What follows belongs to an exercise in optimizing a design on an open flow for small area; a production flow would make more cautious choices. Where RTL was checked, it was by simulation tests only, not by an equivalence proof against the original.

==> flow/design.v <==
module mul621_fast (input [11:0] x, output [11:0] y);
wire signed [11:0] xx = x;
wire signed [21:0] xs = xx;
wire signed [21:0] a = (xs <<< 3) + xs;
wire signed [21:0] p = (a <<< 6) + (a <<< 2) + a;
assign y = p[21:10];
endmodule
module add_sh_hyb6 #(parameter J = 1) (input [11:0] a, input [11:0] b, input neg, output [11:0] y);
localparam N = 12 - J;
wire [11:0] x = (b >> J) ^ {12{neg}};    
wire [N:0] c;
assign c[0] = neg;
genvar i;
generate for (i = 0; i < N; i = i + 1) begin : g
  assign y[i] = a[i] ^ x[i] ^ c[i];
  assign c[i+1] = (a[i] & x[i]) | (c[i] & (a[i] | x[i]));
end endgenerate
wire k = b[11] ^ neg;      
wire chg = k ^ c[N];       
wire [J:0] run;
assign run[0] = chg;
generate for (i = 0; i < J; i = i + 1) begin : h
  assign y[N+i] = a[N+i] ^ run[i];
  assign run[i+1] = run[i] & (a[N+i] ^ ~c[N]);
end endgenerate
endmodule
module add_sh_hybn #(parameter J = 1, parameter N = 11) (input [11:0] a, input [11:0] b, input neg, output [11:0] y);
localparam M = 12 - N;
wire signed [11:0] bs = b;
wire signed [11:0] sh = bs >>> J;
wire [11:0] x = sh ^ {12{neg}};
wire [N:0] c;
assign c[0] = neg;
genvar i;
generate for (i = 0; i < N; i = i + 1) begin : g
  assign y[i] = a[i] ^ x[i] ^ c[i];
  assign c[i+1] = (a[i] & x[i]) | (c[i] & (a[i] | x[i]));
end endgenerate
wire k = b[11] ^ neg;      
wire chg = k ^ c[N];       
wire [M:0] run;
assign run[0] = chg;
generate for (i = 0; i < M; i = i + 1) begin : h
  assign y[N+i] = a[N+i] ^ run[i];
  assign run[i+1] = run[i] & (a[N+i] ^ ~c[N]);
end endgenerate
endmodule
module cordic_pipe_rtl( clock, reset, ce, angle_in, sin_out, cos_out, valid_out );
input clock, reset, ce;
input [11:0] angle_in;
output [11:0] sin_out, cos_out;
output valid_out;
reg [3:0] vcnt;
always @(posedge clock) if (reset) vcnt <= 4'd0; else if (ce && vcnt != 4'd15) vcnt <= vcnt + 4'd1;
assign valid_out = (vcnt == 4'd15);
reg signed [11:0] r0;
always @(posedge clock) if (ce) r0 <= angle_in;
wire d0 = r0 > 12'sd0;
wire d1 = d0 ? (r0 > 12'sd804) : (r0 > -12'sd804);
reg d2;
always @* case ({d0,d1})
  2'b11: d2 = r0 > 12'sd1279; 2'b10: d2 = r0 > 12'sd329; 2'b01: d2 = r0 > -12'sd329; default: d2 = r0 > -12'sd1279;
endcase
wire signed [12:0] nang3;
wire [7:0] nang3_b0 = 8'h00;
assign nang3[0] = nang3_b0[{d0,d1,d2}];
wire [7:0] nang3_b1 = 8'h99;
assign nang3[1] = nang3_b1[{d0,d1,d2}];
wire [7:0] nang3_b2 = 8'hee;
assign nang3[2] = nang3_b2[{d0,d1,d2}];
wire [7:0] nang3_b3 = 8'h69;
assign nang3[3] = nang3_b3[{d0,d1,d2}];
wire [7:0] nang3_b4 = 8'h71;
assign nang3[4] = nang3_b4[{d0,d1,d2}];
wire [7:0] nang3_b5 = 8'h71;
assign nang3[5] = nang3_b5[{d0,d1,d2}];
wire [7:0] nang3_b6 = 8'h4d;
assign nang3[6] = nang3_b6[{d0,d1,d2}];
wire [7:0] nang3_b7 = 8'h71;
assign nang3[7] = nang3_b7[{d0,d1,d2}];
wire [7:0] nang3_b8 = 8'h71;
assign nang3[8] = nang3_b8[{d0,d1,d2}];
wire [7:0] nang3_b9 = 8'hd4;
assign nang3[9] = nang3_b9[{d0,d1,d2}];
wire [7:0] nang3_b10 = 8'h33;
assign nang3[10] = nang3_b10[{d0,d1,d2}];
wire [7:0] nang3_b11 = 8'hf0;
assign nang3[11] = nang3_b11[{d0,d1,d2}];
wire [7:0] nang3_b12 = 8'hf0;
assign nang3[12] = nang3_b12[{d0,d1,d2}];
wire signed [12:0] z3 = r0 + nang3;
wire [8:0] z3c = (z3[12:8] == 5'b00000 || z3[12:8] == 5'b11111) ? z3[8:0] : {z3[12], {8{~z3[12]}}};
reg [11:0] r1;
always @(posedge clock) if (ce) r1 <= {d0, d1, d2, z3c};
wire signed [8:0] q3 = r1[8:0];
wire d3 = q3 > 9'sd0;
wire signed [9:0] y4 = d3 ? q3 : q3 + 10'sd254;    
wire [6:0] v = y4[9] ? 7'd0 : y4[8] ? 7'd127 : y4[7:1];
reg [10:0] r2;
always @(posedge clock) if (ce) r2 <= {r1[11:9], d3, v};
reg [10:0] r3;
always @(posedge clock) if (ce) r3 <= r2;
reg [10:0] r4;
always @(posedge clock) if (ce) r4 <= r3;
reg [10:0] r5;
always @(posedge clock) if (ce) r5 <= r4;
reg [10:0] r6;
always @(posedge clock) if (ce) r6 <= r5;
reg [10:0] r7;
always @(posedge clock) if (ce) r7 <= r6;
reg [10:0] r8;
always @(posedge clock) if (ce) r8 <= r7;
reg [10:0] r9;
always @(posedge clock) if (ce) r9 <= r8;
wire [11:0] sl1, cl2;   
wire [63:0] sl1_b0 = 64'hf00ffffffffff00f;
assign sl1[0] = sl1_b0[r9[10:5]];
wire [63:0] sl1_b1 = 64'h0550c0033ffcfaaf;
assign sl1[1] = sl1_b1[r9[10:5]];
wire [63:0] sl1_b2 = 64'hbd24987cc1e6de12;
assign sl1[2] = sl1_b2[r9[10:5]];
wire [63:0] sl1_b3 = 64'h0f7168aaaae9704f;
assign sl1[3] = sl1_b3[r9[10:5]];
wire [63:0] sl1_b4 = 64'h74ae583333e58bd1;
assign sl1[4] = sl1_b4[r9[10:5]];
wire [63:0] sl1_b5 = 64'h069f929696b6069f;
assign sl1[5] = sl1_b5[r9[10:5]];
wire [63:0] sl1_b6 = 64'h072a498e8e6dab1f;
assign sl1[6] = sl1_b6[r9[10:5]];
wire [63:0] sl1_b7 = 64'hf83392d4d4b633e0;
assign sl1[7] = sl1_b7[r9[10:5]];
wire [63:0] sl1_b8 = 64'h003c1ce718c7c3ff;
assign sl1[8] = sl1_b8[r9[10:5]];
wire [63:0] sl1_b9 = 64'hffc01f071f07fc00;
assign sl1[9] = sl1_b9[r9[10:5]];
wire [63:0] sl1_b10 = 64'hffffe0071ff80000;
assign sl1[10] = sl1_b10[r9[10:5]];
wire [63:0] sl1_b11 = 64'h000000071fffffff;
assign sl1[11] = sl1_b11[r9[10:5]];
wire [63:0] cl2_b0 = 64'hfffff00f0ff00000;
assign cl2[0] = cl2_b0[r9[10:5]];
wire [63:0] cl2_b1 = 64'hc0030aa0a00a6aa9;
assign cl2[1] = cl2_b1[r9[10:5]];
wire [63:0] cl2_b2 = 64'h3e1924bdbd24187e;
assign cl2[2] = cl2_b2[r9[10:5]];
wire [63:0] cl2_b3 = 64'h55168ef00f71e8aa;
assign cl2[3] = cl2_b3[r9[10:5]];
wire [63:0] cl2_b4 = 64'hcc1a752e74ae5833;
assign cl2[4] = cl2_b4[r9[10:5]];
wire [63:0] cl2_b5 = 64'h6949f960069f9296;
assign cl2[5] = cl2_b5[r9[10:5]];
wire [63:0] cl2_b6 = 64'h719254e0072a498e;
assign cl2[6] = cl2_b6[r9[10:5]];
wire [63:0] cl2_b7 = 64'h2b49cc1ff83392d4;
assign cl2[7] = cl2_b7[r9[10:5]];
wire [63:0] cl2_b8 = 64'he7383c00003c1ce7;
assign cl2[8] = cl2_b8[r9[10:5]];
wire [63:0] cl2_b9 = 64'he0f803ffffc01f07;
assign cl2[9] = cl2_b9[r9[10:5]];
wire [63:0] cl2_b10 = 64'he007ffffffffe007;
assign cl2[10] = cl2_b10[r9[10:5]];
wire [63:0] cl2_b11 = 64'he000000000000007;
assign cl2[11] = cl2_b11[r9[10:5]];
wire [11:0] s3, c4;   
add_sh_hyb6 #(6) u_s3 (.a(sl1), .b(cl2), .neg(~r9[4]), .y(s3));
add_sh_hyb6 #(6) u_c4 (.a(cl2), .b(sl1), .neg(r9[4]), .y(c4));
reg [11:0] rs10, rc10;
reg [3:0] rd10;
always @(posedge clock) if (ce) begin rs10 <= s3; rc10 <= c4; rd10 <= r9[3:0]; end
wire [11:0] s5, c6;   
add_sh_hyb6 #(7) u_s5 (.a(rs10), .b(rc10), .neg(~rd10[3]), .y(s5));
add_sh_hyb6 #(7) u_c6 (.a(rc10), .b(rs10), .neg(rd10[3]), .y(c6));
reg [11:0] rs11, rc11;
reg [2:0] rd11;
always @(posedge clock) if (ce) begin rs11 <= s5; rc11 <= c6; rd11 <= rd10[2:0]; end
wire [11:0] s7, c8;   
add_sh_hybn #(8, 9) u_s7 (.a(rs11), .b(rc11), .neg(~rd11[2]), .y(s7));
add_sh_hybn #(8, 9) u_c8 (.a(rc11), .b(rs11), .neg(rd11[2]), .y(c8));
reg [11:0] rs12, rc12;
reg [1:0] rd12;
always @(posedge clock) if (ce) begin rs12 <= s7; rc12 <= c8; rd12 <= rd11[1:0]; end
wire [11:0] s9, c10;   
add_sh_hyb6 #(9) u_s9 (.a(rs12), .b(rc12), .neg(~rd12[1]), .y(s9));
add_sh_hyb6 #(9) u_c10 (.a(rc12), .b(rs12), .neg(rd12[1]), .y(c10));
wire [11:0] s11, c12;   
add_sh_hyb6 #(10) u_s11 (.a(s9), .b(c10), .neg(~rd12[0]), .y(s11));
add_sh_hyb6 #(10) u_c12 (.a(c10), .b(s9), .neg(rd12[0]), .y(c12));
reg [11:0] rs13, rc13;
always @(posedge clock) if (ce) begin rs13 <= s11; rc13 <= c12; end
wire [11:0] ms13, mc14;
mul621_fast u_ms13 (.x(rs13), .y(ms13));
mul621_fast u_mc14 (.x(rc13), .y(mc14));
reg [11:0] rs14, rc14;
always @(posedge clock) if (ce) begin rs14 <= ms13; rc14 <= mc14; end
assign sin_out = rs14;
assign cos_out = rc14;
endmodule
export LEC_CHECK = 0
export ABC_AREA = 1
export CAP_MARGIN = 20
export CORE_MARGIN = 2
export CORE_UTILIZATION = 60
export SLEW_MARGIN = 20
create_clock -name core_clock -period 5.0 [get_ports {clock}]
standard.sh (not shown) runs the stock make flow with config.mk's settings and CLKGATE_MAP_FILE= SYNTH_SCRIPT=/design/flow/synth_recipe.tcl, a recipe that flattens the netlist after the stock synthesis.
==> flow/flow/run.sh <==
#!/bin/bash
# Layout flow: the standard ORFS flow (standard.sh) with
#  - synthesis without the generic ABC pass that yosys's synth runs before full-adder
#    extraction (registers are unchanged; only the combinational mapping differs),
#  - a smaller clock tree: no dummy loads, clkbuf_8 leaf buffers, clusters of at most 16 sinks,
#  - buf_1 cells as the port buffers.
# Each tool's output goes to standard.log in this folder.
set -o pipefail
export SYNTH_ARGS="-noabc"
export CTS_ARGS="-sink_clustering_enable -repair_clock_nets -dont_use_dummy_load -buf_list sky130_fd_sc_hd__clkbuf_8 -sink_clustering_size 20 -sink_clustering_max_diameter 60"
export BUFFER_PORTS_ARGS="-buffer_cell sky130_fd_sc_hd__buf_1"
bash standard.sh > standard.log 2>&1
==> next run, changes <==
--- a/flow/design.v
+++ b/flow/design.v
@@ -20,27 +20,6 @@
 wire [J:0] run;
 assign run[0] = chg;
 generate for (i = 0; i < J; i = i + 1) begin : h
-  assign y[N+i] = a[N+i] ^ run[i];
-  assign run[i+1] = run[i] & (a[N+i] ^ ~c[N]);
-end endgenerate
-endmodule
-module add_sh_hybn #(parameter J = 1, parameter N = 11) (input [11:0] a, input [11:0] b, input neg, output [11:0] y);
-localparam M = 12 - N;
-wire signed [11:0] bs = b;
-wire signed [11:0] sh = bs >>> J;
-wire [11:0] x = sh ^ {12{neg}};
-wire [N:0] c;
-assign c[0] = neg;
-genvar i;
-generate for (i = 0; i < N; i = i + 1) begin : g
-  assign y[i] = a[i] ^ x[i] ^ c[i];
-  assign c[i+1] = (a[i] & x[i]) | (c[i] & (a[i] | x[i]));
-end endgenerate
-wire k = b[11] ^ neg;      
-wire chg = k ^ c[N];       
-wire [M:0] run;
-assign run[0] = chg;
-generate for (i = 0; i < M; i = i + 1) begin : h
   assign y[N+i] = a[N+i] ^ run[i];
   assign run[i+1] = run[i] & (a[N+i] ^ ~c[N]);
 end endgenerate
@@ -174,8 +153,8 @@
 reg [2:0] rd11;
 always @(posedge clock) if (ce) begin rs11 <= s5; rc11 <= c6; rd11 <= rd10[2:0]; end
 wire [11:0] s7, c8;   
-add_sh_hybn #(8, 9) u_s7 (.a(rs11), .b(rc11), .neg(~rd11[2]), .y(s7));
-add_sh_hybn #(8, 9) u_c8 (.a(rc11), .b(rs11), .neg(rd11[2]), .y(c8));
+add_sh_hyb6 #(8) u_s7 (.a(rs11), .b(rc11), .neg(~rd11[2]), .y(s7));
+add_sh_hyb6 #(8) u_c8 (.a(rc11), .b(rs11), .neg(rd11[2]), .y(c8));
 reg [11:0] rs12, rc12;
 reg [1:0] rd12;
 always @(posedge clock) if (ce) begin rs12 <= s7; rc12 <= c8; rd12 <= rd11[1:0]; end
Clock skew went up by 0.057 ns.
Register-to-register slack gains 0.07 ns.
Routed wire length climbs by 6.5%.
Worst hold slack gets worse by 0.034 ns.
Die area goes up by 0.57%.
Cell area stays flat.
Clock-buffer cell count climbs by 2.
Only the layout flow was run in the second run of this note; the RTL was not checked for function there.

==> separate check: timing with driven ports <==
In the flow no input, the clock included, has a driving cell. The finished layouts below were timed again as built, in two steps.
Step 1 sets driving cells, clkbuf_16 on the clock port and buf_2 on the other inputs (assumed; they add their load-dependent delay and slew).
Step 2, shift: input delay + t, output delay - t, t = (earliest + latest rising clock arrival at the registers) / 2. This alone moves slack from input paths to output paths.
Slacks: ideal ports / drivers / drivers and shift; pairs: ideal ports / drivers.
run	t, ns	slack for setup (ns)	worst hold slack (ns)
the first run	0.572	0.119 / 0.119 / 0.119	0.400 / 0.400 / 0.400
the second run	0.588	0.189 / 0.189 / 0.189	0.366 / 0.366 / 0.366
After both steps every run listed still meets setup and hold.
